This design comes from an exercise in tuning for small area and a short achievable clock period on the open sky130 flow, not from production work. At most, simulation tests tie the RTL to the original design; equivalence was not proved. Function not checked in run 7: the RTL went through the layout flow alone. Power and IR drop assume default switching activity.

<file path="design/flow/flow/run.sh">
#!/bin/bash
# Standard ORFS layout (the standard.sh) with: plain buf_1 port buffers,
# a lighter clock tree (clkbuf_8, no dummy loads), and a tighter setup repair target.
export BUFFER_PORTS_ARGS="-buffer_cell sky130_fd_sc_hd__buf_1"
export CTS_ARGS="-sink_clustering_enable -repair_clock_nets -buf_list sky130_fd_sc_hd__clkbuf_8 -root_buf sky130_fd_sc_hd__clkbuf_8 -sink_clustering_size 20 -dont_use_dummy_load"
bash standard.sh SETUP_SLACK_MARGIN=6.5 TNS_END_PERCENT=5 CORE_UTILIZATION=70 PLACE_DENSITY=0.75 finish > standard.log 2>&1
</file>
<file path="design/flow/constraint.sdc">
create_clock -name core_clock -period 11.0 [get_ports {CLK}]
set_input_delay 2.2000 -clock core_clock [delete_from_list [all_inputs] [get_ports {CLK}]]
set_output_delay 2.2000 -clock core_clock [all_outputs]
set_load 0.01 [all_outputs]
</file>
<file path="design/flow/config.mk">
export PLATFORM = sky130hd
export DESIGN_NAME = cpu
export DESIGN_NICKNAME = cpu
export VERILOG_FILES = /design/flow/design.v
export SDC_FILE = /design/flow/constraint.sdc
export NUM_CORES = 4
export LEC_CHECK = 0
export ABC_AREA = 1
export CAP_MARGIN = 20
export CORE_MARGIN = 2
export CORE_UTILIZATION = 40
export SETUP_SLACK_MARGIN = 4.5
export SLEW_MARGIN = 20
</file>
<file path="design/flow/standard.sh">
#!/bin/bash
# synth_recipe.tcl (not shown) runs the flow's synth.tcl, then flattens the netlist and writes it again
# the make line also repeats each setting of config.mk as NAME=value (left out here)
make -C /OpenROAD-flow-scripts/flow DESIGN_CONFIG=/design/flow/config.mk WORK_HOME=/design/flow/orfs CLKGATE_MAP_FILE= SYNTH_SCRIPT=/design/flow/synth_recipe.tcl "${@:-finish}"
</file>
<file path="design/flow/design.v">
module pcout(l, u, ga, gz, t, take, inc, dec, pc);
    input  [7:0]  l, t;
    input  [21:0] u;
    input  [4:0]  ga, gz;            
    input         take, inc, dec;
    output [29:0] pc;
    wire [7:0] ln  = l + 8'd1;
    wire [7:0] low = take ? t : ln;
    wire [21:0] A, Z;
    genvar g;
    generate for (g = 0; g < 22; g = g + 1) begin : chain
        localparam integer G = g / 4;
        localparam integer B = g % 4;
        wire pa = (G == 0) ? 1'b1 : &ga[(G == 0 ? 0 : G - 1):0];
        wire pz = (G == 0) ? 1'b1 : &gz[(G == 0 ? 0 : G - 1):0];
        wire la, lz;
        if (B == 0) begin : b0
            assign la = 1'b1;
            assign lz = 1'b1;
        end else begin : bn
            assign la = &u[g-1:4*G];
            assign lz = ~|u[g-1:4*G];
        end
        assign A[g] = pa & la;
        assign Z[g] = pz & lz;
    end endgenerate
    assign pc = {u ^ (({22{inc}} & A) | ({22{dec}} & Z)), low};
endmodule
module control_unit(vld, o, we, br, use_imm);
    input       vld;           
    input [3:0] o;             
    output      we, br, use_imm;
    assign we = vld & ((~o[3] & ~(o[2] & o[1])) | (o[3] & (o[2] ? ~o[1] : (o[1] | o[0]))));
    assign br = vld & ((~o[3] & o[2] & o[1]) | (o[3] & ~o[2] & ~o[1] & ~o[0]));
    assign use_imm = (~o[3] & ~o[2] & ~o[1] & ~o[0]) | (o[3] & (o[2] | o[1]));
endmodule
module wdec(we, rd, rst, wen);
    input       we, rst;
    input [2:0] rd;
    output [7:0] wen;
    genvar i;
    generate for (i = 0; i < 8; i = i + 1) begin : g
        assign wen[i] = rst | (we & (rd == i));
    end endgenerate
endmodule
module rdmux(s, i0, i1, i2, i3, i4, i5, i6, i7, o);
    input  [2:0] s;
    input  [7:0] i0, i1, i2, i3, i4, i5, i6, i7;
    output [7:0] o;
    wire [7:0] h;
    assign h[0] = ~s[2] & ~s[1] & ~s[0];
    assign h[1] = ~s[2] & ~s[1] &  s[0];
    assign h[2] = ~s[2] &  s[1] & ~s[0];
    assign h[3] = ~s[2] &  s[1] &  s[0];
    assign h[4] =  s[2] & ~s[1] & ~s[0];
    assign h[5] =  s[2] & ~s[1] &  s[0];
    assign h[6] =  s[2] &  s[1] & ~s[0];
    assign h[7] =  s[2] &  s[1] &  s[0];
    assign o = ({8{h[0]}} & i0) | ({8{h[1]}} & i1) | ({8{h[2]}} & i2) | ({8{h[3]}} & i3) |
               ({8{h[4]}} & i4) | ({8{h[5]}} & i5) | ({8{h[6]}} & i6) | ({8{h[7]}} & i7);
endmodule
module mul8lo(a, b, p);
    input  [7:0] a, b;
    output [7:0] p;
    wire pp0_0 = a[0] & b[0];
    wire pp0_1 = a[1] & b[0];
    wire pp0_2 = a[2] & b[0];
    wire pp0_3 = a[3] & b[0];
    wire pp0_4 = a[4] & b[0];
    wire pp0_5 = a[5] & b[0];
    wire pp0_6 = a[6] & b[0];
    wire pp0_7 = a[7] & b[0];
    wire pp1_0 = a[0] & b[1];
    wire pp1_1 = a[1] & b[1];
    wire pp1_2 = a[2] & b[1];
    wire pp1_3 = a[3] & b[1];
    wire pp1_4 = a[4] & b[1];
    wire pp1_5 = a[5] & b[1];
    wire pp1_6 = a[6] & b[1];
    wire pp2_0 = a[0] & b[2];
    wire pp2_1 = a[1] & b[2];
    wire pp2_2 = a[2] & b[2];
    wire pp2_3 = a[3] & b[2];
    wire pp2_4 = a[4] & b[2];
    wire pp2_5 = a[5] & b[2];
    wire pp3_0 = a[0] & b[3];
    wire pp3_1 = a[1] & b[3];
    wire pp3_2 = a[2] & b[3];
    wire pp3_3 = a[3] & b[3];
    wire pp3_4 = a[4] & b[3];
    wire pp4_0 = a[0] & b[4];
    wire pp4_1 = a[1] & b[4];
    wire pp4_2 = a[2] & b[4];
    wire pp4_3 = a[3] & b[4];
    wire pp5_0 = a[0] & b[5];
    wire pp5_1 = a[1] & b[5];
    wire pp5_2 = a[2] & b[5];
    wire pp6_0 = a[0] & b[6];
    wire pp6_1 = a[1] & b[6];
    wire pp7_0 = a[0] & b[7];
    wire s1 = pp0_2 ^ pp1_1 ^ pp2_0;
    wire c2 = (pp0_2 & pp1_1) | (pp2_0 & (pp0_2 ^ pp1_1));
    wire s3 = pp0_3 ^ pp1_2 ^ pp2_1;
    wire c4 = (pp0_3 & pp1_2) | (pp2_1 & (pp0_3 ^ pp1_2));
    wire s5 = pp0_4 ^ pp1_3 ^ pp2_2;
    wire c6 = (pp0_4 & pp1_3) | (pp2_2 & (pp0_4 ^ pp1_3));
    wire s7 = pp3_1 ^ pp4_0;
    wire c8 = pp3_1 & pp4_0;
    wire s9 = pp0_5 ^ pp1_4 ^ pp2_3;
    wire c10 = (pp0_5 & pp1_4) | (pp2_3 & (pp0_5 ^ pp1_4));
    wire s11 = pp3_2 ^ pp4_1 ^ pp5_0;
    wire c12 = (pp3_2 & pp4_1) | (pp5_0 & (pp3_2 ^ pp4_1));
    wire s13 = pp0_6 ^ pp1_5 ^ pp2_4;
    wire c14 = (pp0_6 & pp1_5) | (pp2_4 & (pp0_6 ^ pp1_5));
    wire s15 = pp3_3 ^ pp4_2 ^ pp5_1;
    wire c16 = (pp3_3 & pp4_2) | (pp5_1 & (pp3_3 ^ pp4_2));
    wire s17 = pp0_7 ^ pp1_6 ^ pp2_5;
    wire s19 = pp3_4 ^ pp4_3 ^ pp5_2;
    wire s21 = pp6_1 ^ pp7_0;
    wire s23 = c2 ^ s3 ^ pp3_0;
    wire c24 = (c2 & s3) | (pp3_0 & (c2 ^ s3));
    wire s25 = c4 ^ s5 ^ s7;
    wire c26 = (c4 & s5) | (s7 & (c4 ^ s5));
    wire s27 = c6 ^ c8 ^ s9;
    wire c28 = (c6 & c8) | (s9 & (c6 ^ c8));
    wire s29 = c10 ^ c12 ^ s13;
    wire c30 = (c10 & c12) | (s13 & (c10 ^ c12));
    wire s31 = s15 ^ pp6_0;
    wire c32 = s15 & pp6_0;
    wire s33 = c14 ^ c16 ^ s17;
    wire s35 = s19 ^ s21;
    wire s37 = c26 ^ s27 ^ s11;
    wire c38 = (c26 & s27) | (s11 & (c26 ^ s27));
    wire s39 = c28 ^ s29 ^ s31;
    wire c40 = (c28 & s29) | (s31 & (c28 ^ s29));
    wire s41 = c30 ^ c32 ^ s33;
    wire s43 = c40 ^ s41 ^ s35;
    wire [7:0] ra = {s43, c38, s37, c24, s23, s1, pp0_1, pp0_0};
    wire [7:0] rb = {1'b0, s39, 1'b0, s25, 1'b0, 1'b0, pp1_0, 1'b0};
    assign p = ra + rb;
endmodule
module shifter(d, imm, is_sll, out);
    input  [7:0] d, imm;
    input        is_sll;
    output [7:0] out;
    wire [2:0] n = imm[2:0];
    wire a0 = n[0];
    wire a1 = n[1] ^ (is_sll & n[0]);
    wire a2 = n[2] ^ (is_sll & (n[1] | n[0]));
    wire [7:0] r0 = a0 ? {d[0],  d[7:1]}  : d;
    wire [7:0] r1 = a1 ? {r0[1:0], r0[7:2]} : r0;
    wire [7:0] r2 = a2 ? {r1[3:0], r1[7:4]} : r1;
    wire kill = is_sll ? (imm == 8'd8) : (~imm[7] & (imm[3:0] == 4'd8));
    wire all  = ~is_sll & imm[7] & ~imm[6];
    wire [7:0] keep;
    genvar j;
    generate for (j = 0; j < 8; j = j + 1) begin : m
        assign keep[j] = ~kill & (all | (is_sll ? (n <= j) : (n <= 7 - j)));
    end endgenerate
    wire fill = ~is_sll & ~imm[7] & imm[6] & d[7];
    assign out = (r2 & keep) | ({8{fill}} & ~keep);
endmodule
module alu(o, a, b, res);
    input  [3:0] o;
    input  [7:0] a, b;
    output [7:0] res;
    wire s_b   = ~o[3] & ~o[2] & ~o[1];             
    wire s_add = ~o[3] & o[1];                      
    wire s_and = ~o[3] & o[2] & ~o[0];              
    wire s_or  = ~o[3] & o[2] & o[0];               
    wire s_mul = o[3] & ~o[2] & ~o[1];              
    wire s_sh  = o[3] & (o[2] | o[1]);              
    wire       sub = o[0];
    wire [7:0] sum = a + (b ^ {8{sub}}) + {7'd0, sub};
    wire [7:0] prod;
    mul8lo u_mul(.a(a), .b(b), .p(prod));
    wire [7:0] shv;
    shifter u_sh(.d(a), .imm(b), .is_sll(o[1] & ~o[0]), .out(shv));
    assign res = ({8{s_b}} & b) | ({8{s_add}} & sum) | ({8{s_and}} & (a & b)) |
                 ({8{s_or}} & (a | b)) | ({8{s_mul}} & prod) | ({8{s_sh}} & shv);
endmodule
module cpu(PC, INSTRUCTION, CLK, RESET);
    input  [31:0] INSTRUCTION;
    input         CLK, RESET;
    output [31:0] PC;
    wire       vld = (INSTRUCTION[31:28] == 4'd0);
    wire [3:0] o   = INSTRUCTION[27:24];
    wire [7:0] off = INSTRUCTION[23:16];
    wire [2:0] rd  = INSTRUCTION[18:16];
    wire [2:0] rt  = INSTRUCTION[10:8];
    wire [2:0] rs  = INSTRUCTION[2:0];
    wire [7:0] imm = INSTRUCTION[7:0];
    reg [7:0] r0, r1, r2, r3, r4, r5, r6, r7;    
    reg [7:0] e_a, e_b;                          
    reg [3:0] e_o;                               
    reg [2:0] e_rd;                              
    reg       e_we;                              
    reg       e_eq;                              
    reg [7:0] p_l;                               
    reg [21:0] p_u;                              
    reg [7:0] p_t;                               
    reg [4:0] p_ga, p_gz;                        
    reg       p_te, p_tn, p_ie, p_in, p_de, p_dn;
    wire [7:0] res;
    alu u_alu(.o(e_o), .a(e_a), .b(e_b), .res(res));
    wire [7:0] wen;
    wdec u_wdec(.we(e_we), .rd(e_rd), .rst(RESET), .wen(wen));
    wire [7:0] wd = res & {8{~RESET}};
    always @(posedge CLK) begin
        if (wen[0]) r0 <= wd;
        if (wen[1]) r1 <= wd;
        if (wen[2]) r2 <= wd;
        if (wen[3]) r3 <= wd;
        if (wen[4]) r4 <= wd;
        if (wen[5]) r5 <= wd;
        if (wen[6]) r6 <= wd;
        if (wen[7]) r7 <= wd;
    end
    wire [29:0] pc;
    wire take = e_eq ? p_te : p_tn;
    wire inc  = e_eq ? p_ie : p_in;
    wire dec  = e_eq ? p_de : p_dn;
    pcout u_pc(.l(p_l), .u(p_u), .ga(p_ga), .gz(p_gz), .t(p_t), .take(take), .inc(inc), .dec(dec), .pc(pc));
    assign PC = {pc, 2'b00};
    wire [8:0] tsum = {1'b0, pc[7:0]} + {1'b0, off} + 9'd1;
    wire cpos = tsum[8] & ~off[7];                   
    wire cneg = ~tsum[8] & off[7];                   
    wire nall = (&pc[7:0]) | RESET;                  
    wire tk_e = br & ~RESET & ~o[3];
    wire tk_n = br & ~RESET & (o[3] | ~o[0]);
    always @(posedge CLK) begin
        p_l <= pc[7:0] | {8{RESET}};
        p_u <= pc[29:8] | {22{RESET}};
        p_ga <= {&pc[27:24], &pc[23:20], &pc[19:16], &pc[15:12], &pc[11:8]} | {5{RESET}};
        p_gz <= {~|pc[27:24], ~|pc[23:20], ~|pc[19:16], ~|pc[15:12], ~|pc[11:8]} & {5{~RESET}};
        p_t <= tsum[7:0];
        p_te <= tk_e;
        p_tn <= tk_n;
        p_ie <= tk_e ? cpos : nall;
        p_in <= tk_n ? cpos : nall;
        p_de <= tk_e & cneg;
        p_dn <= tk_n & cneg;
    end
    wire [7:0] q1, q2;
    rdmux rm1(.s(rt), .i0(r0), .i1(r1), .i2(r2), .i3(r3), .i4(r4), .i5(r5), .i6(r6), .i7(r7), .o(q1));
    rdmux rm2(.s(rs), .i0(r0), .i1(r1), .i2(r2), .i3(r3), .i4(r4), .i5(r5), .i6(r6), .i7(r7), .o(q2));
    wire f1 = e_we & (e_rd == rt);
    wire f2 = e_we & (e_rd == rs);
    wire [7:0] d1 = f1 ? res : q1;
    wire [7:0] d2 = f2 ? res : q2;
    wire we, br, use_imm;
    control_unit u_cu(.vld(vld), .o(o), .we(we), .br(br), .use_imm(use_imm));
    always @(posedge CLK) begin
        e_a  <= d1;
        e_b  <= use_imm ? imm : d2;
        e_o  <= o;
        e_rd <= rd;
        e_we <= we & ~RESET;
        e_eq <= (d1 == d2);
    end
endmodule
</file>
==> impl_metrics.env, run 1 <==
export IMPL_antennaDiodeCount=0
export IMPL_required_ns=8.80
export IMPL_synth_cell_type_count=41
export IMPL_post_drt_wl_per_cell_um=16.2
export IMPL_synth_area_sq_um=8820
export IMPL_fmax_ghz=0.225
export IMPL_cp_max_fo=5
export IMPL_fin_crit_sh_pct=40.3
export IMPL_die_x_um=116
export IMPL_hold_violations=0
export IMPL_drtIter0Drc=900
export IMPL_p_leak_nw=4.62
export IMPL_regToRegSetupSlack_ns=6.85
export IMPL_slew_limit_headroom_pct=34.7
export IMPL_setup_tns_final_ns=0
export IMPL_power_density_nw_per_um2=185
export IMPL_die_h_um=116
export IMPL_ys_ff_latch=143
export IMPL_antenna_found_initial=0
export IMPL_max_cap_viol_count=0
export IMPL_crit_path_end_kind="primary output"
export IMPL_finalSetupViolCount=0
export IMPL_vias_per_cell=5.84
export IMPL_min_period_ns=4.44
export IMPL_arrival_ns=2.24
export IMPL_final_nets=1319
export IMPL_io_buffer_count=58
export IMPL_drc=0
export IMPL_worst_slew_pin_slew_ns=0.979
export IMPL_grt_max_degree=35
export IMPL_synth_edf_count=64
export IMPL_seq_area_frac_synth_pct=39.7
export IMPL_clkTransAtPathRegs_ns=0.07
export IMPL_largest_reg_flops=22
export IMPL_fin_util_pct=76.3
export IMPL_grt_pass1_vias=7475
export IMPL_avgSynthCellArea_sq_um=7.44
export IMPL_regMostFlops="p_u"
export IMPL_startpoint="e_eq"
export IMPL_ant_nets=0
export IMPL_nFillCells=996
export IMPL_rsz0062_at_grt="true"
export IMPL_pin_count=66
export IMPL_grt_overflow_total=0
export IMPL_reg2regPathDepth=18
export IMPL_gr_usage_met2_pct=56.5
export IMPL_core_sq_um=12500
export IMPL_holdCritPathClass="register to register"
export IMPL_drt_total_wl_mm=23.0
export IMPL_cts_max_path_buffers=2
export IMPL_insertion_delay_ns=0.45
export IMPL_place_congestion=0.972
export IMPL_synthArstFlopShare_pct=0
export IMPL_clock_sinks=143
export IMPL_drv_slew=0
export IMPL_grt_pass1_wl_mm=35.8
export IMPL_r2r_end="r4[7]"
export IMPL_grt_busiest_layer="met2"
export IMPL_rows=41
export IMPL_dieArea_sq_um=13500
export IMPL_cts_hold_buf=0
export IMPL_cts_buffers=17
export IMPL_start_kind="register"
export IMPL_hp_start="p_u[21]"
export IMPL_grt_util_met1_pct=45.3
export IMPL_place_hpwl_mm=17.4
export IMPL_htreeDepth=4
export IMPL_syn_to_final_growth_pct=7.80
export IMPL_start_util_pct=70.7
export IMPL_drive_gt1_share_pct=5.53
export IMPL_reg2reg_from="e_b[2]"
export IMPL_firstDrtPassIters=13
export IMPL_worst_setup_path_endpoint="PC[21]"
export IMPL_ys_flop_type="dfxtp_1"
export IMPL_cts_tree="yes"
export IMPL_postSynthCellCount=1185
export IMPL_worstSetupPathType="register to primary output"
export IMPL_use_met3_pct=8.67
export IMPL_root_buffer="clkbuf_8"
export IMPL_vias=8288
export IMPL_outcome="timing/DRC/antenna clean"
export IMPL_ir_drop_uv=136
export IMPL_synth_warnings=1
export IMPL_grt_util_all_layers_pct=34.8
export IMPL_finClkSkew_ns=0.0204
## kinds of logic after synthesis
family / Yosys count / synth area share [%]
DFF: 143 / 39.7
xor gates and xnor gates: 50 / 4.97
adders and majority gates: 36 / 6.38
AOI/OAI and AO/OA: 186 / 12.4
and+or+nand+nor: 517 / 25.3
other: 1 / 0.0425
muxes: 4 / 0.454
buffers and inverters: 248 / 10.8
## placed cells by master (no fill, tap or decap), drive strengths merged, types with 4 or more instances in the layout
master and n:
nor4 6, nand3 103, o22ai 46, nor3 11, fa 15, clkbuf 17
o211ai 5, a211oi 4, or2 20, buf 68, o2111ai 7, nand4 17
xnor2 17, o21bai 4, mux2i 4, nand3b 8, inv 223, nor2 91
ha 21, dfxtp 79, nand2 260, xor2 33, a21oi 55, edfxtp 64
o21ai 51
## routing by layer
metal / vias to the layer above / routed length (um)
met2: 421 / 10800
met4: 0 / 493
met5: - / 0
met1: 3829 / 9510
li1: 3988 / -
met3: 50 / 2270
## Yosys cell counts, types with 2 or more instances
cell type,instances,area [sq um]
edfxtp_1,64,1920
o21bai_1,4,30.0
xor2_1,33,289
nand3_1,103,515
nand2_1,259,972
a31oi_1,2,12.5
buf_2,6,30.0
a221oi_1,3,26.3
nor2_1,90,338
a21oi_1,55,275
o22ai_1,46,288
xnor2_1,17,149
o21ai_0,50,250
dfxtp_1,79,1580
o41ai_1,2,17.5
inv_2,3,11.3
nand3b_1,8,60.1
or2_2,20,125
o21a_1,3,22.5
mux2i_1,4,40.0
inv_1,220,826
o2111ai_1,7,61.3
nand4_1,17,106
o211ai_1,5,37.5
nor4_1,6,37.5
clkbuf_1,15,56.3
buf_4,3,22.5
ha_1,21,263
nor3_1,11,55.1
fa_1,15,300
a211oi_1,4,30.0
## power by group
group / internal [mW] / switching (mW)
clock: 0.136 / 0.168
sequential: 0.663 / 0.0722
combinational: 0.258 / 0.458
total: 1.06 / 0.698
## cell type report
class	instances	area (sq um)	area share, %
tap	172	215	2.26
multi-input combinational	795	4410	46.4
clock buffer	17	234	2.46
sequential	143	3510	36.9
timing repair buffer	68	300	3.16
inverter	224	841	8.84
## stage by stage
step                area [sq um]  hold slack [ns]  power (mW)  std cells  worst slack [ns]
floorplan                   8820            0.453        1.25       1186              7.09
detailed placement          9210            0.482        1.44       1400              6.51
global placement            9210            0.468        1.41       1400              6.55
finish                      9510            0.496        1.75       1419              6.56
CTS                         9450            0.493        1.74       1417              6.40
global route                9510            0.536        1.88       1419              6.36
## critical path, stage by stage, from the launching register on
cell	delay, ns
dfxtp_4	0.38
nor2_2	0.05
a21oi_2	0.20
nand2_2	0.10
inv_2	0.08
nand2_1	0.06
or2_2	0.28
mux2i_1	0.17
xnor2_1	0.21
inv_1	0.11
buf_1	0.15
## repair_timing
action / in CTS / in global routing
endpoints found under the setup margin: 14 / 40
buffers inserted: 0 / 2
gates resized for setup: 2 / 17
pin swaps: 0 / 5
## how the worst min path moves through the flow
stage                     cells after the start       to  slack, ns
after floorplan                               2  p_u[21]       0.45
after global placement                        2  p_u[21]       0.47
after detailed placement                      2   p_l[7]       0.48
after CTS                                     2   p_l[7]       0.49
after global routing                          2  p_u[19]       0.54
final                                         2  p_u[21]       0.50
==> run 2: changes to the inputs <==
==> design/flow/flow/run.sh (replaced) <==
#!/bin/bash
# Standard ORFS layout (the standard.sh) with: plain buf_1 port buffers,
# a lighter clock tree (clkbuf_8, no dummy loads), and a tighter setup repair target.
export BUFFER_PORTS_ARGS="-buffer_cell sky130_fd_sc_hd__buf_1"
export CTS_ARGS="-sink_clustering_enable -repair_clock_nets -buf_list sky130_fd_sc_hd__clkbuf_8 -root_buf sky130_fd_sc_hd__clkbuf_8 -sink_clustering_size 20 -dont_use_dummy_load"
bash standard.sh SETUP_SLACK_MARGIN=6.75 TNS_END_PERCENT=5 CORE_UTILIZATION=55 finish > standard.log 2>&1
==> impl_metrics.env, run 2 <==
export IMPL_cts_tree="yes"
export IMPL_regMostFlops="p_u"
export IMPL_final_cells=1474
export IMPL_die_h_um=131
export IMPL_holdCritPathClass="register to register"
export IMPL_worstSetupPathType="register to primary output"
export IMPL_grt_overflow_total=0
export IMPL_synth_top_area_share_pct=21.8
export IMPL_p_leak_nw=4.73
export IMPL_grt_util_all_layers_pct=28.0
export IMPL_start_util_pct=55.9
export IMPL_cp_cell_sequence="nor2_4, a21oi_2, buf_4, buf_6, inv_4, nor2_1, inv_1, nor2_1, nand2_1, o21ai_2, xor2_1, inv_1, buf_6"
export IMPL_synth_most_common_cell="nand2_1"
export IMPL_rows=46
export IMPL_dieArea_sq_um=17100
export IMPL_placed_area_sq_um=9260
export IMPL_worst_setup_path_endpoint="PC[13]"
export IMPL_fmax_ghz=0.230
export IMPL_grt_max_degree=27
export IMPL_io_buffer_count=58
export IMPL_hold_violations=0
export IMPL_grt_pass1_wl_mm=36.4
export IMPL_cts_max_path_buffers=2
export IMPL_root_buffer="clkbuf_8"
export IMPL_synthArstFlopShare_pct=0
export IMPL_ys_ff_latch=143
export IMPL_die_x_um=131
export IMPL_clkTransAtPathRegs_ns=0.06
export IMPL_arrival_ns=2.15
export IMPL_avgSynthCellArea_sq_um=7.44
export IMPL_worst_slew_pin_slew_ns=0.902
export IMPL_power_density_nw_per_um2=183
export IMPL_grt_pass1_vias=7256
export IMPL_crit_buf_inv=6
export IMPL_clock_sinks=143
export IMPL_final_cell_mix="252 x nand2_1, 215 x inv_1, 103 x nand3_1, 86 x nor2_1, 76 x dfxtp_1"
export IMPL_slew_limit_headroom_pct=39.9
export IMPL_syn_to_final_growth_pct=10.5
export IMPL_reg2reg_from="e_b[0]"
export IMPL_drtIter0Drc=733
export IMPL_required_ns=8.80
export IMPL_drive_gt1_share_pct=7.79
export IMPL_ys_flop_type="dfxtp_1"
export IMPL_place_hpwl_mm=17.6
export IMPL_cts_buffers=17
export IMPL_ant_nets=0
export IMPL_insertion_delay_ns=0.47
export IMPL_max_cap_viol_count=0
export IMPL_pin_count=66
export IMPL_core_sq_um=15800
export IMPL_antennaDiodeCount=0
export IMPL_antenna_found_initial=0
export IMPL_finalSetupViolCount=0
export IMPL_min_period_ns=4.35
export IMPL_fin_crit_sh_pct=39.6
export IMPL_vias=8022
export IMPL_cp_slowest_stage_delay_ns=0.39
export IMPL_postSynthCellCount=1185
export IMPL_firstDrtPassIters=6
export IMPL_cp_max_fo=5
export IMPL_regToRegSetupSlack_ns=6.86
export IMPL_synth_edf_count=64
export IMPL_place_inst=1443
export IMPL_finClkSkew_ns=0.0427
export IMPL_synth_cell_type_count=41
export IMPL_ys_top_cells_by_count="259 x nand2_1, 220 x inv_1, 103 x nand3_1"
export IMPL_final_nets=1330
export IMPL_layout_commonest_cell="nand2_1"
export IMPL_cp_slowest_cell="dfxtp_4"
export IMPL_ir_drop_uv=147
export IMPL_largest_reg_flops=22
export IMPL_place_congestion=0.990
export IMPL_path_delay_family="buffers and inverters"
export IMPL_r2r_end="r6[7]"
export IMPL_outcome="timing/DRC/antenna clean"
export IMPL_reg2regPathDepth=18
export IMPL_synth_area_sq_um=8820
export IMPL_setup_tns_final_ns=0
export IMPL_start_kind="register"
export IMPL_post_drt_wl_per_cell_um=15.8
export IMPL_vias_per_cell=5.44
export IMPL_synth_area_leaders="edfxtp_1 22%, dfxtp_1 18%, nand2_1 11%"
export IMPL_drv_slew=0
export IMPL_htreeDepth=4
export IMPL_startpoint="e_eq"
export IMPL_rsz0062_at_grt="true"
export IMPL_crit_path_end_kind="primary output"
export IMPL_critical_path_depth=13
export IMPL_seq_area_frac_synth_pct=39.7
export IMPL_drc=0
export IMPL_synth_top_area_cell="edfxtp_1"
export IMPL_drt_total_wl_mm=23.4
export IMPL_nFillCells=1518
export IMPL_synth_warnings=1
export IMPL_stdcell_area_sq_um=9740
run 2: cell counts after synthesis:
Identical to the previous run, type by type.
run 2: timing repair:
| item | 4_1_cts | 5_1_grt |
|---|---|---|
| hold buffers | 0 | 0 |
| setup buffers | 6 | 8 |
| pin swaps | 5 | 16 |
| endpoints found under the setup margin | 41 | 37 |
| resized for setup | 14 | 39 |
| endpoints found under the hold margin | 0 | 0 |
run 2: layer usage:
layer	global-route usage [%]	vias to the layer above	routed length [um]
met3	6.68	44	1840
met5	0	-	0
met1	37.4	3668	10300
met4	8.76	0	514
li1	-	4008	-
met2	45.3	302	10700
run 2: worst min-delay path: cells and delay by family (launching register included):
family / cells / cell delay, ns
compound gates: 1 / 0.10
flops: 1 / 0.30
simple gates: 1 / 0.07
run 2: area by class of cell:
type                            count  area [sq um]  area share, %
Clock buffer                       17           234           2.40
Inverter                          224           846           8.68
Multi-Input combinational cell    795          4490           46.1
Sequential cell                   143          3510           36.0
Tap cell                          216           270           2.77
Timing Repair Buffer               79           390           4.01
run 2: how the worst min path moves through the flow:
stage                     endpoint  slack, ns  startpoint  cells past startpoint
after floorplan            p_u[21]       0.45     p_u[21]                      2
after global placement     p_u[21]       0.47     p_u[21]                      2
after detailed placement   p_u[21]       0.48     p_u[21]                      2
after CTS                  p_u[21]       0.50     p_u[21]                      2
after global routing       p_u[21]       0.53     p_u[21]                      2
final                       p_l[7]       0.50      p_t[7]                      2
run 2: power by group:
group	internal (mW)	leakage (nW)	switching (mW)
clock network	0.136	0.122	0.171
logic	0.275	3.29	0.463
registers	0.663	1.31	0.0709
total	1.07	4.73	0.705
run 2: per-stage QoR:
| step | hold WS, ns | total power, mW | worst slack [ns] | util [%] |
|---|---|---|---|---|
| 6_report | 0.495 | 1.78 | 6.65 | 61.8 |
| 5_1_grt | 0.527 | 1.93 | 6.54 | 61.8 |
| 4_1_cts | 0.496 | 1.76 | 6.65 | 60.8 |
| 3_5_place_dp | 0.478 | 1.44 | 6.46 | 58.7 |
| 3_3_place_gp | 0.471 | 1.43 | 6.48 | 58.7 |
| 2_1_floorplan | 0.453 | 1.25 | 7.09 | - |
run 2: logic make-up (layout without fill, tap and decap cells):
logic type | count (synthesis) | in the layout | synth area share (%)
and+or+nand+nor | 517 | 517 | 25.3
adders and majority gates | 36 | 36 | 6.38
buffers and inverters | 248 | 320 | 10.8
AOI/OAI and AO/OA | 186 | 186 | 12.4
DFF | 143 | 143 | 39.7
xor gates and xnor gates | 50 | 50 | 4.97
other | 1 | 2 | 0.0425
muxes | 4 | 4 | 0.454
==> run 3: changes to the inputs <==
==> design/flow/flow/run.sh (replaced) <==
#!/bin/bash
# Standard ORFS layout (the standard.sh) with: plain buf_1 port buffers,
# a lighter clock tree (clkbuf_8, no dummy loads), and a tighter setup repair target.
export BUFFER_PORTS_ARGS="-buffer_cell sky130_fd_sc_hd__buf_1"
export CTS_ARGS="-sink_clustering_enable -repair_clock_nets -buf_list sky130_fd_sc_hd__clkbuf_8 -root_buf sky130_fd_sc_hd__clkbuf_8 -sink_clustering_size 20 -dont_use_dummy_load"
bash standard.sh SETUP_SLACK_MARGIN=6.5 TNS_END_PERCENT=5 CORE_UTILIZATION=50 finish > standard.log 2>&1
==> impl_metrics.env, run 3 <==
export IMPL_ys_top_cells_by_count="259 x nand2_1, 220 x inv_1, 103 x nand3_1"
export IMPL_io_buffer_count=58
export IMPL_ys_ff_latch=143
export IMPL_synth_fa_ha_area_share_pct=6.38
export IMPL_cts_tree="yes"
export IMPL_start_util_pct=51.0
export IMPL_synth_compound_gate_area_share_pct=12.4
export IMPL_htreeDepth=4
export IMPL_synth_area_mux_share_pct=0.454
export IMPL_ir_drop_uv=100
export IMPL_min_period_ns=4.43
export IMPL_fmax_ghz=0.226
export IMPL_grt_util_all_layers_pct=26.5
export IMPL_postSynthCellCount=1185
export IMPL_clkTransAtPathRegs_ns=0.06
export IMPL_finalSetupViolCount=0
export IMPL_path_delay_family="simple AND/OR/NAND/NOR gates"
export IMPL_p_leak_nw=4.62
export IMPL_pin_count=66
export IMPL_synth_warnings=1
export IMPL_setup_tns_final_ns=0
export IMPL_synth_top_area_share_pct=21.8
export IMPL_grt_pass1_wl_mm=37.4
export IMPL_dieArea_sq_um=18700
export IMPL_ys_flop_type="dfxtp_1"
export IMPL_fin_crit_sh_pct=40.2
export IMPL_grt_max_degree=23
export IMPL_antenna_found_initial=2
export IMPL_vias=7997
export IMPL_drtIter0Drc=724
export IMPL_drc=0
export IMPL_p_sw_share_pct=40.0
export IMPL_grt_overflow_total=0
export IMPL_power_density_nw_per_um2=184
export IMPL_synthArstFlopShare_pct=0
export IMPL_final_nets=1321
export IMPL_core_sq_um=17300
export IMPL_power_share_combinational_pct=40.8
export IMPL_synth_cell_type_count=41
export IMPL_start_kind="register"
export IMPL_seq_area_frac_synth_pct=39.7
export IMPL_crit_buf_inv=4
export IMPL_regMostFlops="p_u"
export IMPL_drv_slew=0
export IMPL_drive_gt1_share_pct=5.28
export IMPL_antennaDiodeCount=0
export IMPL_rsz0062_at_grt="true"
export IMPL_cell_internal_pwr_mw=1.05
export IMPL_cts_max_path_buffers=2
export IMPL_cp_cell_sequence="nor2_2, a21oi_2, nand2_1, inv_2, nand2_4, inv_2, nand2_1, nor2_1, nand2_1, mux2i_1, xnor2_1, inv_1, buf_2"
export IMPL_die_h_um=137
export IMPL_holdWs_ns=0.491
export IMPL_arrival_ns=2.23
export IMPL_holdCritPathClass="register to register"
export IMPL_cp_slowest_cell="dfxtp_4"
export IMPL_p_switching_mw=0.703
export IMPL_cts_buffers=17
export IMPL_synth_top_area_cell="edfxtp_1"
export IMPL_pwr_share_clk_pct=17.4
export IMPL_cp_max_fo=5
export IMPL_syn_to_final_growth_pct=8.47
export IMPL_rows=48
export IMPL_crit_path_end_kind="primary output"
export IMPL_largest_reg_flops=22
export IMPL_synth_area_sq_um=8820
export IMPL_nFillCells=1727
export IMPL_synth_most_common_cell="nand2_1"
export IMPL_place_hpwl_mm=18.6
export IMPL_yosys_area_share_simple_pct=25.3
export IMPL_avgSynthCellArea_sq_um=7.44
export IMPL_synth_xor_area_share_pct=4.97
export IMPL_clock_sinks=143
export IMPL_ant_nets=0
export IMPL_finClkSkew_ns=0.0251
export IMPL_slew_limit_headroom_pct=26.6
export IMPL_grt_pass1_vias=7218
export IMPL_worstSetupPathType="register to primary output"
export IMPL_layout_commonest_cell="nand2_1"
export IMPL_max_cap_viol_count=0
export IMPL_post_place_ws_ns=6.43
export IMPL_firstDrtPassIters=5
export IMPL_required_ns=8.80
export IMPL_hold_violations=0
export IMPL_worst_slack_ns=6.57
export IMPL_cts_hold_buf=0
export IMPL_insertion_delay_ns=0.45
export IMPL_drt_total_wl_mm=24.2
export IMPL_synth_top_family_by_area="simple AND/OR/NAND/NOR gates"
export IMPL_vias_per_cell=5.43
export IMPL_place_congestion=0.997
export IMPL_root_buffer="clkbuf_8"
export IMPL_outcome="timing/DRC/antenna clean"
export IMPL_power_frac_seq_pct=41.7
export IMPL_cp_slowest_stage_delay_ns=0.38
export IMPL_die_x_um=137
export IMPL_synth_edf_count=64
export IMPL_synth_area_leaders="edfxtp_1 22%, dfxtp_1 18%, nand2_1 11%"
export IMPL_post_drt_wl_per_cell_um=16.4
export IMPL_worst_slew_pin_slew_ns=1.10
export IMPL_crit_top_cell="nand2_1"
export IMPL_final_cell_mix="258 x nand2_1, 218 x inv_1, 103 x nand3_1, 89 x nor2_1, 76 x dfxtp_1"
## run 3: worst paths after layout
path	from	end	slack, ns	cells after the start
max	e_eq	PC[29]	6.57	13
min reg2reg	p_u[21]	p_u[21]	0.49	2
max reg2reg	e_b[0]	e_eq	6.91	21
min	p_u[21]	p_u[21]	0.49	2
## run 3: final cells by class
type	instances	area [sq um]	area share [%]
Multi-Input combinational cell	795	4390	45.9
Sequential cell	143	3510	36.7
Timing Repair Buffer	70	309	3.23
Tap cell	225	282	2.94
Inverter	224	841	8.79
Clock buffer	17	234	2.45
## run 3: per-stage QoR
stage               instances  power [mW]  utilization [%]  cell area (sq um)
floorplan                1186        1.25                -               8820
global placement         1455        1.45             53.7               9290
detailed placement       1456        1.45             53.7               9300
CTS                      1473        1.76             55.1               9540
global route             1474        1.89             55.3               9570
finish                   1474        1.76             55.3               9570
## run 3: repair_timing
| action | in CTS | in global routing |
|---|---|---|
| endpoints found under the setup margin | 23 | 25 |
| gates resized for setup | 3 | 12 |
| buffers inserted | 0 | 1 |
| pin swaps | 0 | 4 |
## run 3: power by group through the flow
stage	clock, mW	combinational, mW	sequential (mW)
finish	0.306	0.717	0.732
global route	0.334	0.817	0.742
CTS	0.316	0.715	0.731
detailed placement	0	0.710	0.743
global placement	0	0.704	0.742
floorplan	0	0.541	0.710
## run 3: worst reg2reg max path, stage by stage, from the launching register on
cell     delay (ns)
dfxtp_4        0.51
nand2_1        0.18
fa_1           0.55
inv_1          0.05
fa_1           0.47
inv_1          0.05
fa_1           0.49
inv_1          0.06
ha_1           0.32
inv_1          0.06
nand3_1        0.06
nand3_1        0.10
nand2_1        0.06
nor2_1         0.28
nand3_1        0.14
nand2_1        0.11
inv_1          0.06
nand2_1        0.05
nand2_1        0.05
nor2_1         0.10
nand3_1        0.14
nor2_1         0.12
## run 3: layer usage
layer,GRT usage [%],vias up,share of wire (%)
met1,37.0,3674,47
li1,-,3997,-
met3,6.85,35,8.1
met4,8.30,2,1.6
met5,0,-,0.054
met2,40.4,289,44
## run 3: cells by family (layout without fill, tap and decap cells)
kind of cell | after synthesis | after routing
simple gates | 517 | 517
buf+inv | 248 | 311
compound gates | 186 | 186
flops | 143 | 143
xor+xnor | 50 | 50
fa+ha+maj | 36 | 36
mux | 4 | 4
other cells | 1 | 2
==> run 4: changes to the inputs <==
==> design/flow/flow/run.sh (replaced) <==
#!/bin/bash
# Standard ORFS layout (the standard.sh) with: plain buf_1 port buffers,
# a lighter clock tree (clkbuf_8, no dummy loads), and a tighter setup repair target.
export BUFFER_PORTS_ARGS="-buffer_cell sky130_fd_sc_hd__buf_1"
export CTS_ARGS="-sink_clustering_enable -repair_clock_nets -buf_list sky130_fd_sc_hd__clkbuf_8 -root_buf sky130_fd_sc_hd__clkbuf_8 -sink_clustering_size 20 -dont_use_dummy_load"
bash standard.sh SETUP_SLACK_MARGIN=6.5 TNS_END_PERCENT=5 finish > standard.log 2>&1
==> impl_metrics.env, run 4 <==
export IMPL_outcome="timing/DRC/antenna clean"
export IMPL_synth_edf_count=64
export IMPL_synth_most_common_cell="nand2_1"
export IMPL_place_hpwl_mm=17.9
export IMPL_cp_max_fo=5
export IMPL_hold_violations=0
export IMPL_hold_end="p_l[7]"
export IMPL_r2r_end="e_eq"
export IMPL_insertion_delay_ns=0.46
export IMPL_root_buffer="clkbuf_8"
export IMPL_min_period_ns=4.39
export IMPL_arrival_ns=2.19
export IMPL_reg2regPathDepth=21
export IMPL_nFillCells=2266
export IMPL_ant_nets=0
export IMPL_fmax_ghz=0.228
export IMPL_required_ns=8.80
export IMPL_vias_per_cell=5.14
export IMPL_die_h_um=152
export IMPL_worst_slew_pin_slew_ns=0.928
export IMPL_rows=54
export IMPL_antennaDiodeCount=0
export IMPL_worst_slack_ns=6.61
export IMPL_clock_sinks=143
export IMPL_cts_hold_buf=0
export IMPL_synth_warnings=1
export IMPL_die_x_um=152
export IMPL_setup_tns_final_ns=0
export IMPL_slew_limit_headroom_pct=38.1
export IMPL_grt_pass1_vias=7205
export IMPL_max_cap_viol_count=0
export IMPL_use_met3_pct=3.61
export IMPL_synthArstFlopShare_pct=0
export IMPL_avgSynthCellArea_sq_um=7.44
export IMPL_ys_flop_type="dfxtp_1"
export IMPL_worstSetupPathType="register to primary output"
export IMPL_htreeDepth=4
export IMPL_synth_top_area_cell="edfxtp_1"
export IMPL_core_sq_um=21800
export IMPL_crit_path_end_kind="primary output"
export IMPL_synth_cell_type_count=41
export IMPL_post_place_ws_ns=6.33
export IMPL_p_leak_nw=4.62
export IMPL_grt_max_degree=36
export IMPL_finalSetupViolCount=0
export IMPL_largest_reg_flops=22
export IMPL_place_congestion=0.929
export IMPL_holdCritPathClass="register to register"
export IMPL_post_drt_wl_per_cell_um=15.4
export IMPL_cts_tree="yes"
export IMPL_dieArea_sq_um=23300
export IMPL_hp_start="p_t[7]"
export IMPL_regMostFlops="p_u"
export IMPL_seq_area_frac_synth_pct=39.7
export IMPL_hold_depth=2
export IMPL_ys_ff_latch=143
export IMPL_drv_slew=0
export IMPL_ys_top_cells_by_count="259 x nand2_1, 220 x inv_1, 103 x nand3_1"
export IMPL_drtIter0Drc=615
export IMPL_synth_area_leaders="edfxtp_1 22%, dfxtp_1 18%, nand2_1 11%"
export IMPL_start_kind="register"
export IMPL_ir_drop_uv=101
export IMPL_final_cell_mix="258 x nand2_1, 219 x inv_1, 103 x nand3_1, 90 x nor2_1, 76 x dfxtp_1"
export IMPL_regToRegSetupSlack_ns=6.73
export IMPL_rsz0062_at_grt="true"
export IMPL_grt_busiest_layer="met2"
export IMPL_drive_gt1_share_pct=5.36
export IMPL_drc=0
export IMPL_vias=7865
export IMPL_io_buffer_count=58
export IMPL_synth_top_area_share_pct=21.8
export IMPL_clkTransAtPathRegs_ns=0.06
export IMPL_synth_area_sq_um=8820
export IMPL_syn_to_final_growth_pct=9.39
export IMPL_drt_total_wl_mm=23.6
export IMPL_gr_usage_met2_pct=33.0
export IMPL_power_density_nw_per_um2=181
export IMPL_firstDrtPassIters=5
export IMPL_start_util_pct=40.5
export IMPL_grt_overflow_total=0
export IMPL_finClkSkew_ns=0.0269
export IMPL_power_mw=1.75
export IMPL_cts_max_path_buffers=2
export IMPL_postSynthCellCount=1185
export IMPL_antenna_found_initial=0
export IMPL_pin_count=66
export IMPL_fin_crit_sh_pct=39.9
export IMPL_grt_util_met1_pct=27.3
export IMPL_final_nets=1323
export IMPL_layout_commonest_cell="nand2_1"
export IMPL_cts_buffers=17
export IMPL_reg2reg_from="e_b[0]"
export IMPL_grt_util_all_layers_pct=20.3
export IMPL_grt_pass1_wl_mm=37.5
[run 4: cell counts after synthesis]
Identical to the previous run, type by type.
[run 4: final cells by class]
type | count | area (sq um) | share of cell area [%]
multi-input combinational | 795 | 4390 | 45.5
tap | 280 | 350 | 3.63
sequential | 143 | 3510 | 36.4
timing repair buffer | 72 | 324 | 3.36
inverter | 224 | 841 | 8.72
clock buffer | 17 | 234 | 2.43
[run 4: per-layer routing]
metal | up-vias | wire length (um)
met2 | 256 | 10800
met3 | 34 | 1500
met4 | 0 | 589
met1 | 3580 | 10700
li1 | 3995 | -
met5 | - | 0
[run 4: per-stage QoR]
stage / area (sq um) / hold slack, ns / utilization (%) / instances
final: 9650 / 0.496 / 44.3 / 1531
after global routing: 9650 / 0.556 / 44.3 / 1531
after CTS: 9610 / 0.501 / 44.2 / 1528
after detailed placement: 9370 / 0.484 / 43.1 / 1511
after global placement: 9360 / 0.464 / 43.0 / 1511
after floorplan: 8820 / 0.453 / - / 1186
[run 4: repair_timing]
action,CTS,global route
endpoints found under the setup margin,8,24
resized for setup,3,7
endpoints found under the hold margin,0,0
pin swaps,0,2
buffers inserted,0,3
[run 4: worst max-delay path, stage by stage, from the launching register on]
cell and delay, ns:
dfxtp_4 0.39, nor2_1 0.06, a21oi_2 0.16, nand2_1 0.11
inv_2 0.08, nand2_2 0.07, inv_1 0.07, nand2_1 0.07
nor2_1 0.11, nand2_1 0.09, mux2i_1 0.17, xnor2_1 0.16
inv_1 0.08, buf_1 0.13
[run 4: worst max path at each step]
stage                          from      to  slack (ns)  cells after the start
floorplan           INSTRUCTION[16]    p_de        7.09                     12
global placement     INSTRUCTION[2]    e_eq        6.32                     15
detailed placement   INSTRUCTION[2]    e_eq        6.33                     15
CTS                            e_eq  PC[29]        6.46                     13
global route                   e_eq  PC[29]        6.40                     13
finish                         e_eq  PC[29]        6.61                     13
[run 4: power breakdown]
part / leakage, nW / total (mW) / switching (mW) / internal, mW
Combinational: 3.18 / 0.715 / 0.456 / 0.259
Clock: 0.122 / 0.302 / 0.166 / 0.136
Sequential: 1.31 / 0.734 / 0.0712 / 0.662
[run 4: cell families after synthesis]
logic type | after synthesis | share of synthesized area [%]
AOI/OAI and AO/OA | 186 | 12.4
xor gates and xnor gates | 50 | 4.97
adders and majority gates | 36 | 6.38
buffers and inverters | 248 | 10.8
DFF | 143 | 39.7
muxes | 4 | 0.454
other | 1 | 0.0425
and+or+nand+nor | 517 | 25.3
==> run 5: changes to the inputs <==
==> design/flow/flow/run.sh (replaced) <==
#!/bin/bash
# Standard ORFS layout (the standard.sh) with: plain buf_1 port buffers,
# a lighter clock tree (clkbuf_8, no dummy loads), and a tighter setup repair target.
export BUFFER_PORTS_ARGS="-buffer_cell sky130_fd_sc_hd__buf_1"
export CTS_ARGS="-sink_clustering_enable -repair_clock_nets -buf_list sky130_fd_sc_hd__clkbuf_8 -root_buf sky130_fd_sc_hd__clkbuf_8 -sink_clustering_size 20 -dont_use_dummy_load"
bash standard.sh SETUP_SLACK_MARGIN=6.5 TNS_END_PERCENT=5 CORE_UTILIZATION=55 finish > standard.log 2>&1
--- a/design/flow/config.mk
+++ b/design/flow/config.mk
@@ -5,7 +5,6 @@
 export SDC_FILE = /design/flow/constraint.sdc
 export NUM_CORES = 4
 export LEC_CHECK = 0
-export ABC_AREA = 1
 export CAP_MARGIN = 20
 export CORE_MARGIN = 2
 export CORE_UTILIZATION = 40
==> impl_metrics.env, run 5 <==
export IMPL_drt_total_wl_mm=25.7
export IMPL_nFillCells=1408
export IMPL_regToRegSetupSlack_ns=6.54
export IMPL_drc=0
export IMPL_synth_most_common_cell="dfxtp_1"
export IMPL_fmax_ghz=0.222
export IMPL_clkTransAtPathRegs_ns=0.08
export IMPL_hold_violations=0
export IMPL_holdCritPathClass="register to register"
export IMPL_setup_tns_final_ns=0
export IMPL_cp_slowest_stage_delay_ns=0.51
export IMPL_cp_cell_sequence="buf_1, buf_4, xnor2_1, nand4_1, o21ai_0, nor3_1, nand2_1, a21boi_2, o32ai_1, or4b_4, a221oi_2"
export IMPL_grt_pass1_wl_mm=39.2
export IMPL_ir_drop_uv=144
export IMPL_firstDrtPassIters=8
export IMPL_ys_ff_latch=143
export IMPL_start_kind="input port"
export IMPL_clock_sinks=143
export IMPL_die_x_um=134
export IMPL_synth_top_area_cell="edfxtp_1"
export IMPL_avgSynthCellArea_sq_um=9.33
export IMPL_vias=8014
export IMPL_cp_slowest_cell="or4b_4"
export IMPL_reg2reg_from="e_b[0]"
export IMPL_cts_hold_buf=0
export IMPL_required_ns=11.33
export IMPL_worst_setup_path_endpoint="e_eq"
export IMPL_grt_overflow_total=0
export IMPL_post_drt_wl_per_cell_um=20.5
export IMPL_post_place_ws_ns=5.60
export IMPL_place_congestion=0.963
export IMPL_pin_count=66
export IMPL_arrival_ns=4.84
export IMPL_grt_util_all_layers_pct=28.1
export IMPL_holdWs_ns=0.520
export IMPL_drv_slew=0
export IMPL_p_leak_nw=3.93
export IMPL_synthArstFlopShare_pct=0
export IMPL_cp_max_fo=28
export IMPL_grt_max_degree=43
export IMPL_drive_gt1_share_pct=16.2
export IMPL_final_cell_mix="72 x nand2_1, 71 x nor2_1, 69 x dfxtp_1, 64 x edfxtp_1, 54 x buf_1"
export IMPL_startpoint="INSTRUCTION[8]"
export IMPL_cts_tree="yes"
export IMPL_seq_area_frac_synth_pct=37.8
export IMPL_reg2regPathDepth=15
export IMPL_root_buffer="clkbuf_8"
export IMPL_finalSetupViolCount=0
export IMPL_synth_area_sq_um=9280
export IMPL_synth_area_leaders="edfxtp_1 21%, dfxtp_1 17%, xnor2_1 4.2%"
export IMPL_max_cap_viol_count=0
export IMPL_synth_top_area_share_pct=20.7
export IMPL_synth_edf_count=64
export IMPL_slew_limit_headroom_pct=45.7
export IMPL_r2r_end="e_eq"
export IMPL_synth_warnings=1
export IMPL_synth_cell_type_count=84
export IMPL_postSynthCellCount=994
export IMPL_ys_top_cells_by_count="79 x dfxtp_1, 73 x nor2_1, 72 x nand2_1"
export IMPL_io_buffer_count=58
export IMPL_finClkSkew_ns=0.0379
export IMPL_cts_buffers=17
export IMPL_crit_buf_inv=2
export IMPL_cts_max_path_buffers=2
export IMPL_core_sq_um=16500
export IMPL_dieArea_sq_um=17900
export IMPL_path_delay_family="simple AND/OR/NAND/NOR gates"
export IMPL_worst_slew_pin_slew_ns=0.812
export IMPL_antennaDiodeCount=0
export IMPL_min_period_ns=4.51
export IMPL_worstSetupPathType="input port to register"
export IMPL_syn_to_final_growth_pct=11.1
export IMPL_insertion_delay_ns=0.45
export IMPL_layout_commonest_cell="nand2_1"
export IMPL_crit_path_end_kind="register"
export IMPL_place_hpwl_mm=17.4
export IMPL_rsz0062_at_grt="true"
export IMPL_critical_path_depth=11
export IMPL_worst_slack_ns=6.49
export IMPL_htreeDepth=4
export IMPL_largest_reg_flops=22
export IMPL_outcome="timing/DRC/antenna clean"
export IMPL_antenna_found_initial=0
export IMPL_placed_area_sq_um=9580
export IMPL_rows=47
export IMPL_final_nets=1104
export IMPL_stdcell_area_sq_um=10300
export IMPL_start_util_pct=56.2
export IMPL_drtIter0Drc=846
export IMPL_power_density_nw_per_um2=189
export IMPL_ant_nets=0
export IMPL_die_h_um=134
export IMPL_ys_flop_type="dfxtp_1"
export IMPL_regMostFlops="p_u"
export IMPL_grt_pass1_vias=7557
export IMPL_fin_crit_sh_pct=41.0
export IMPL_vias_per_cell=6.40
-- run 5: cell count changes after synthesis, sizes merged, moves of 16 or more --
cell	previous run	this run
a221oi	3	19
buf	9	29
mux2	0	25
and2	0	23
nor2	91	73
mux2i	4	29
nor2b	0	20
xnor2	17	44
clkbuf	15	38
nand3	103	27
nand2b	0	23
o22ai	46	4
nand2	260	72
inv	223	37
-- run 5: worst min-delay path by stage --
stage	start	to	slack (ns)	cells after the start
final	p_t[2]	p_l[2]	0.52	2
after global routing	p_t[2]	p_l[2]	0.54	2
after global placement	p_t[2]	p_l[2]	0.49	2
after detailed placement	p_t[2]	p_l[2]	0.50	2
after floorplan	p_t[2]	p_l[2]	0.47	2
after CTS	p_t[2]	p_l[2]	0.52	2
-- run 5: metal layers --
metal / vias to the layer above / track usage (%) / routed length [um] / part of all wire, %
li1: 3681 / - / - / -
met1: 3893 / 37.5 / 10900 / 42
met2: 398 / 44.8 / 12000 / 47
met3: 42 / 7.45 / 2430 / 9.5
met4: 0 / 8.63 / 413 / 1.6
met5: - / 0 / 0 / 0
-- run 5: through the flow --
step | total power, mW | utilization (%) | instances
after detailed placement | 1.57 | 58.0 | 1215
after global placement | 1.54 | 58.0 | 1215
after CTS | 1.90 | 60.2 | 1236
final | 1.94 | 62.4 | 1252
after global routing | 2.07 | 62.4 | 1252
after floorplan | 1.35 | - | 995
-- run 5: layout make-up --
type	count	area, sq um	area share [%]
multi-input combinational	747	5540	53.8
sequential	143	3520	34.2
timing repair buffer	87	592	5.74
tap	220	275	2.67
clock buffer	17	234	2.27
inverter	38	144	1.40
-- run 5: tightest hold or removal path, delay by kind of cell, from the launching register on --
kind            cells  cell delay, ns
compound gates      1            0.10
flops               1            0.31
simple gates        1            0.08
-- run 5: power by group --
group | switching [mW] | internal, mW
clock | 0.168 | 0.136
combinational | 0.491 | 0.380
sequential | 0.0951 | 0.674
total | 0.754 | 1.19
-- run 5: cell families after synthesis --
logic type	after synthesis	share of synthesized area [%]
other	1	0.0404
AND/OR/NAND/NOR	341	19.0
adder cells (fa/ha/maj)	41	6.61
AO/OA/AOI/OAI	233	18.0
buffers and inverters	105	4.61
flip-flops	143	37.8
multiplexers	58	7.17
XOR/XNOR	72	6.80
-- run 5: what timing repair did --
item | CTS | global route
setup endpoints to repair | 38 | 25
resized for setup | 27 | 41
buffers inserted | 4 | 11
cloned | 0 | 5
pin swaps | 3 | 8
==> run 6: changes to the inputs <==
--- a/design/flow/config.mk
+++ b/design/flow/config.mk
@@ -5,6 +5,7 @@
 export SDC_FILE = /design/flow/constraint.sdc
 export NUM_CORES = 4
 export LEC_CHECK = 0
+export ABC_AREA = 1
 export CAP_MARGIN = 20
 export CORE_MARGIN = 2
 export CORE_UTILIZATION = 40
==> impl_metrics.env, run 6 <==
export IMPL_setup_tns_final_ns=0
export IMPL_power_density_nw_per_um2=183
export IMPL_largest_reg_flops=22
export IMPL_holdWs_ns=0.497
export IMPL_slew_limit_headroom_pct=39.4
export IMPL_antenna_found_initial=0
export IMPL_nFillCells=1547
export IMPL_htreeDepth=4
export IMPL_synth_compound_gate_area_share_pct=12.4
export IMPL_finClkSkew_ns=0.0417
export IMPL_pin_count=66
export IMPL_avgSynthCellArea_sq_um=7.44
export IMPL_vias_per_cell=5.48
export IMPL_firstDrtPassIters=6
export IMPL_vias=8007
export IMPL_cts_hold_buf=0
export IMPL_crit_path_end_kind="primary output"
export IMPL_drt_total_wl_mm=23.1
export IMPL_synth_most_common_cell="nand2_1"
export IMPL_ys_flop_type="dfxtp_1"
export IMPL_antennaDiodeCount=0
export IMPL_grt_max_degree=27
export IMPL_synth_warnings=1
export IMPL_ant_nets=0
export IMPL_io_buffer_count=58
export IMPL_cp_slowest_cell="dfxtp_4"
export IMPL_min_period_ns=4.35
export IMPL_max_cap_viol_count=0
export IMPL_root_buffer="clkbuf_8"
export IMPL_rows=46
export IMPL_dieArea_sq_um=17100
export IMPL_grt_pass1_vias=7195
export IMPL_place_hpwl_mm=17.6
export IMPL_synth_top_family_by_area="simple AND/OR/NAND/NOR gates"
export IMPL_synth_area_sq_um=8820
export IMPL_outcome="timing/DRC/antenna clean"
export IMPL_start_kind="register"
export IMPL_grt_pass1_wl_mm=36.1
export IMPL_fin_crit_sh_pct=39.5
export IMPL_worst_slack_ns=6.65
export IMPL_drc=0
export IMPL_post_drt_wl_per_cell_um=15.8
export IMPL_crit_top_cell="nand2_1"
export IMPL_synth_area_mux_share_pct=0.454
export IMPL_holdCritPathClass="register to register"
export IMPL_cts_buffers=17
export IMPL_arrival_ns=2.15
export IMPL_synth_xor_area_share_pct=4.97
export IMPL_clkTransAtPathRegs_ns=0.06
export IMPL_place_congestion=0.990
export IMPL_synth_fa_ha_area_share_pct=6.38
export IMPL_cts_max_path_buffers=2
export IMPL_core_sq_um=15800
export IMPL_cp_max_fo=6
export IMPL_synth_edf_count=64
export IMPL_placed_area_sq_um=9260
export IMPL_die_h_um=131
export IMPL_worst_slew_pin_slew_ns=0.909
export IMPL_layout_commonest_cell="nand2_1"
export IMPL_start_util_pct=55.9
export IMPL_synth_top_area_cell="edfxtp_1"
export IMPL_p_leak_nw=4.61
export IMPL_fmax_ghz=0.230
export IMPL_final_nets=1318
export IMPL_required_ns=8.80
export IMPL_final_cell_mix="257 x nand2_1, 218 x inv_1, 103 x nand3_1, 89 x nor2_1, 77 x dfxtp_1"
export IMPL_grt_util_all_layers_pct=27.7
export IMPL_reg2regPathDepth=17
export IMPL_ys_top_cells_by_count="259 x nand2_1, 220 x inv_1, 103 x nand3_1"
export IMPL_clock_sinks=143
export IMPL_finalSetupViolCount=0
export IMPL_cp_cell_sequence="nand2_1, o21a_4, nand2_1, inv_1, nand2_1, nor2_1, or2_2, xor2_1, buf_1"
export IMPL_stdcell_area_sq_um=9540
export IMPL_synth_area_leaders="edfxtp_1 22%, dfxtp_1 18%, nand2_1 11%"
export IMPL_synth_cell_type_count=41
export IMPL_insertion_delay_ns=0.46
export IMPL_yosys_area_share_simple_pct=25.3
export IMPL_seq_area_frac_synth_pct=39.7
export IMPL_drtIter0Drc=722
export IMPL_die_x_um=131
export IMPL_rsz0062_at_grt="true"
export IMPL_cp_slowest_stage_delay_ns=0.39
export IMPL_syn_to_final_growth_pct=8.14
export IMPL_ir_drop_uv=137
export IMPL_grt_overflow_total=0
export IMPL_hold_violations=0
export IMPL_postSynthCellCount=1185
export IMPL_cts_tree="yes"
export IMPL_synth_top_area_share_pct=21.8
export IMPL_hold_depth=2
export IMPL_regMostFlops="p_u"
export IMPL_post_place_ws_ns=6.46
export IMPL_synthArstFlopShare_pct=0
export IMPL_fin_util_pct=60.5
export IMPL_worstSetupPathType="register to primary output"
export IMPL_drive_gt1_share_pct=5.06
export IMPL_drv_slew=0
export IMPL_ys_ff_latch=143
-- run 6: stage by stage --
stage	power [mW]	cells
final	1.75	1462
after global routing	1.89	1462
after CTS	1.75	1461
after detailed placement	1.44	1443
after global placement	1.43	1443
after floorplan	1.25	1186
-- run 6: per-layer routing --
| layer | GRT usage (%) | vias up | wire length (um) |
|---|---|---|---|
| met5 | 0 | - | 0 |
| met2 | 44.8 | 330 | 10500 |
| met4 | 8.57 | 0 | 445 |
| met1 | 37.3 | 3646 | 10100 |
| met3 | 6.56 | 40 | 2010 |
| li1 | - | 3991 | - |
-- run 6: repair_timing --
| action | 4_1_cts | 5_1_grt |
|---|---|---|
| setup endpoints to repair | 6 | 23 |
| resized for setup | 2 | 12 |
| pin swaps | 1 | 4 |
| setup buffers | 1 | 1 |
| cloned | 0 | 0 |
-- run 6: area by class of cell --
cell class                      instances  area (sq um)  area share, %
Multi-Input combinational cell        795          4400           46.1
Sequential cell                       143          3510           36.8
Inverter                              224           841           8.82
Timing Repair Buffer                   67           287           3.00
Tap cell                              216           270           2.83
Clock buffer                           17           234           2.45
-- run 6: path summary, 6_finish.rpt --
path	from	end	slack (ns)
worst max-delay path	e_eq	PC[27]	6.65
worst min-delay path	p_t[7]	p_l[7]	0.50
worst max register to register	e_b[2]	r6[7]	6.72
worst min register to register	p_t[7]	p_l[7]	0.50
-- run 6: power by group --
group | leakage [nW] | internal (mW) | switching, mW
Clock | 0.122 | 0.136 | 0.170
Combinational | 3.17 | 0.255 | 0.455
Sequential | 1.31 | 0.663 | 0.0685
Total | 4.61 | 1.05 | 0.693
-- run 6: cell families after synthesis --
kind of cell             after synthesis
XOR/XNOR                              50
AND/OR/NAND/NOR                      517
adder cells (fa/ha/maj)               36
multiplexers                           4
other                                  1
buffers and inverters                248
flip-flops                           143
AO/OA/AOI/OAI                        186
-- run 6: worst max-delay path: cells and delay by family, from the launching register on --
family,cells,cell delay (ns)
DFF,1,0.39
and+or+nand+nor,5,0.63
buffers and inverters,2,0.26
xor gates and xnor gates,1,0.29
AOI/OAI and AO/OA,1,0.15
==> run 7: changes to the inputs <==
--- a/design/flow/design.v
+++ b/design/flow/design.v
@@ -34,13 +34,13 @@
     assign br = vld & ((~o[3] & o[2] & o[1]) | (o[3] & ~o[2] & ~o[1] & ~o[0]));
     assign use_imm = (~o[3] & ~o[2] & ~o[1] & ~o[0]) | (o[3] & (o[2] | o[1]));
 endmodule
-module wdec(we, rd, rst, wen);
-    input       we, rst;
+module wdec(we, rd, wen);
+    input       we;
     input [2:0] rd;
     output [7:0] wen;
     genvar i;
     generate for (i = 0; i < 8; i = i + 1) begin : g
-        assign wen[i] = rst | (we & (rd == i));
+        assign wen[i] = we & (rd == i);
     end endgenerate
 endmodule
 module rdmux(s, i0, i1, i2, i3, i4, i5, i6, i7, o);
@@ -193,8 +193,7 @@
     reg [7:0] r0, r1, r2, r3, r4, r5, r6, r7;    
     reg [7:0] e_a, e_b;                          
     reg [3:0] e_o;                               
-    reg [2:0] e_rd;                              
-    reg       e_we;                              
+    reg [7:0] e_wh;                              
     reg       e_eq;                              
     reg [7:0] p_l;                               
     reg [21:0] p_u;                              
@@ -204,7 +203,7 @@
     wire [7:0] res;
     alu u_alu(.o(e_o), .a(e_a), .b(e_b), .res(res));
     wire [7:0] wen;
-    wdec u_wdec(.we(e_we), .rd(e_rd), .rst(RESET), .wen(wen));
+    assign wen = e_wh | {8{RESET}};
     wire [7:0] wd = res & {8{~RESET}};
     always @(posedge CLK) begin
         if (wen[0]) r0 <= wd;
@@ -244,18 +243,19 @@
     wire [7:0] q1, q2;
     rdmux rm1(.s(rt), .i0(r0), .i1(r1), .i2(r2), .i3(r3), .i4(r4), .i5(r5), .i6(r6), .i7(r7), .o(q1));
     rdmux rm2(.s(rs), .i0(r0), .i1(r1), .i2(r2), .i3(r3), .i4(r4), .i5(r5), .i6(r6), .i7(r7), .o(q2));
-    wire f1 = e_we & (e_rd == rt);
-    wire f2 = e_we & (e_rd == rs);
+    wire f1 = e_wh[rt];
+    wire f2 = e_wh[rs];
     wire [7:0] d1 = f1 ? res : q1;
     wire [7:0] d2 = f2 ? res : q2;
+    wire [7:0] wh;
     wire we, br, use_imm;
     control_unit u_cu(.vld(vld), .o(o), .we(we), .br(br), .use_imm(use_imm));
+    wdec u_wdec(.we(we & ~RESET), .rd(rd), .wen(wh));
     always @(posedge CLK) begin
         e_a  <= d1;
         e_b  <= use_imm ? imm : d2;
         e_o  <= o;
-        e_rd <= rd;
-        e_we <= we & ~RESET;
+        e_wh <= wh;
         e_eq <= (d1 == d2);
     end
 endmodule
==> impl_metrics.env, run 7 <==
export IMPL_outcome="timing/DRC/antenna clean"
export IMPL_clkTransAtPathRegs_ns=0.07
export IMPL_required_ns=8.80
export IMPL_die_x_um=134
export IMPL_grt_overflow_total=0
export IMPL_layout_commonest_cell="nand2_1"
export IMPL_hold_depth=2
export IMPL_synth_most_common_cell="nand2_1"
export IMPL_worstSetupPathType="register to primary output"
export IMPL_slew_limit_headroom_pct=50.2
export IMPL_arrival_ns=2.19
export IMPL_dieArea_sq_um=18000
export IMPL_drv_slew=0
export IMPL_grt_pass1_vias=7749
export IMPL_nFillCells=1606
export IMPL_worst_slack_ns=6.61
export IMPL_p_leak_nw=4.83
export IMPL_power_density_nw_per_um2=204
export IMPL_synthArstFlopShare_pct=0
export IMPL_power_mw=2.02
export IMPL_max_cap_viol_count=0
export IMPL_drtIter0Drc=709
export IMPL_worst_slew_pin_slew_ns=0.732
export IMPL_cp_cell_sequence="o21ai_1, inv_1, nand2_1, nor2_1, inv_1, nor2_1, nor2_1, a21oi_1, xor2_1, inv_1, buf_1"
export IMPL_finalSetupViolCount=0
export IMPL_synth_top_area_cell="edfxtp_1"
export IMPL_start_kind="register"
export IMPL_drive_gt1_share_pct=5.90
export IMPL_fmax_ghz=0.228
export IMPL_yosys_area_share_simple_pct=29.5
export IMPL_firstDrtPassIters=7
export IMPL_seq_area_frac_synth_pct=38.4
export IMPL_insertion_delay_ns=0.47
export IMPL_grt_pass1_wl_mm=39.7
export IMPL_synth_xor_area_share_pct=4.04
export IMPL_rows=47
export IMPL_synth_area_sq_um=9330
export IMPL_ys_ff_latch=147
export IMPL_reg2regPathDepth=21
export IMPL_crit_path_end_kind="primary output"
export IMPL_place_congestion=0.941
export IMPL_regToRegSetupSlack_ns=6.65
export IMPL_synth_top_area_share_pct=20.6
export IMPL_post_drt_wl_per_cell_um=16.2
export IMPL_cp_slowest_stage_delay_ns=0.43
export IMPL_synth_fa_ha_area_share_pct=6.03
export IMPL_cp_max_fo=5
export IMPL_cp_slowest_cell="dfxtp_1"
export IMPL_drt_total_wl_mm=24.9
export IMPL_largest_reg_flops=22
export IMPL_final_nets=1394
export IMPL_postSynthCellCount=1272
export IMPL_synth_compound_gate_area_share_pct=10.9
export IMPL_ys_flop_type="dfxtp_1"
export IMPL_pin_count=66
export IMPL_grt_util_all_layers_pct=28.6
export IMPL_synth_area_mux_share_pct=0.322
export IMPL_antenna_found_initial=0
export IMPL_antennaDiodeCount=0
export IMPL_finClkSkew_ns=0.0439
export IMPL_io_buffer_count=58
export IMPL_hold_violations=0
export IMPL_root_buffer="clkbuf_8"
export IMPL_synth_edf_count=64
export IMPL_holdCritPathClass="register to register"
export IMPL_clock_sinks=147
export IMPL_core_sq_um=16600
export IMPL_cts_setup_buffers=0
export IMPL_cts_max_path_buffers=2
export IMPL_regMostFlops="p_u"
export IMPL_vias_per_cell=5.51
==> run 7: cell count changes after synthesis, sizes merged, moves of 6 or more <==
cell,before,now
a22oi,1,9
buf,9,20
clkbuf,15,9
inv,223,217
nand2,260,355
nand3,103,118
o2111ai,7,1
o22ai,46,26
or2,20,12
xnor2,17,11
==> run 7: final cells by class <==
class / count / area [sq um] / share of cell area, %
clock buffer: 17 / 234 / 2.36
inverter: 218 / 821 / 8.28
timing repair buffer: 61 / 240 / 2.42
tap: 220 / 275 / 2.78
multi-input combinational: 879 / 4760 / 48.0
sequential: 147 / 3590 / 36.2
==> run 7: metrics by stage <==
| step | hold slack, ns | utilization [%] |
|---|---|---|
| finish | 0.501 | 59.8 |
| global route | 0.559 | 59.8 |
| CTS | 0.501 | 59.8 |
| detailed placement | 0.479 | 58.3 |
| global placement | 0.474 | 58.3 |
| floorplan | 0.453 | - |
==> run 7: critical path, delay by kind of cell (launching register included) <==
family	cells	cell delay, ns
xor+xnor	1	0.24
simple gates	4	0.30
flops	1	0.43
compound gates	2	0.31
buf+inv	4	0.45
==> run 7: path summary, 6_finish.rpt <==
| path | end | start |
|---|---|---|
| hold / removal | p_u[21] | p_u[21] |
| setup reg to reg | e_eq | e_b[1] |
| hold reg to reg | p_u[21] | p_u[21] |
| setup / recovery | PC[25] | e_eq |
==> run 7: kinds of logic (layout without fill, tap and decap cells) <==
kind of cell | after synthesis | in the layout
other cells | 1 | 2
xor+xnor | 43 | 43
flops | 147 | 147
buf+inv | 247 | 296
fa+ha+maj | 36 | 36
compound gates | 170 | 170
simple gates | 625 | 625
mux | 3 | 3
==> run 7: where the power goes <==
part | switching (mW) | internal, mW
Sequential | 0.0883 | 0.694
Combinational | 0.593 | 0.326
Clock | 0.182 | 0.136
==> run 7: routing by layer <==
layer	share of wire (%)	track usage, %	vias up	routed length (um)
met2	43	42.7	357	10800
li1	-	-	4220	-
met1	46	41.0	3870	11400
met4	2.3	8.36	0	570
met5	0	0	-	0
met3	8.9	7.11	46	2220

-- port drivers added, routing unchanged --
The results above use ideal ports. As a check the final layouts listed here were re-extracted and re-timed, cells and wires unchanged. Step 1, drivers: a clkbuf_16 drives CLK and a buf_2 each remaining input, both assumed. Step 2 also shifts input and output timing later by t, the mid clock arrival at the registers, as if the neighbouring blocks saw the same clock. Slacks: no drivers / after step 1 / after step 2; pairs: no drivers / after step 1.
run | shift t [ns] | setup WS [ns]
run 1 | 0.479 | 6.563 / 6.524 / 6.324
run 2 | 0.483 | 6.648 / 6.611 / 6.315
run 3 | 0.478 | 6.574 / 6.534 / 6.277
run 4 | 0.478 | 6.613 / 6.578 / 6.211
run 5 | 0.473 | 6.487 / 6.501 / 6.028
run 6 | 0.480 | 6.651 / 6.615 / 6.269
run 7 | 0.494 | 6.612 / 6.573 / 6.159
After both steps every run listed still meets setup and hold.
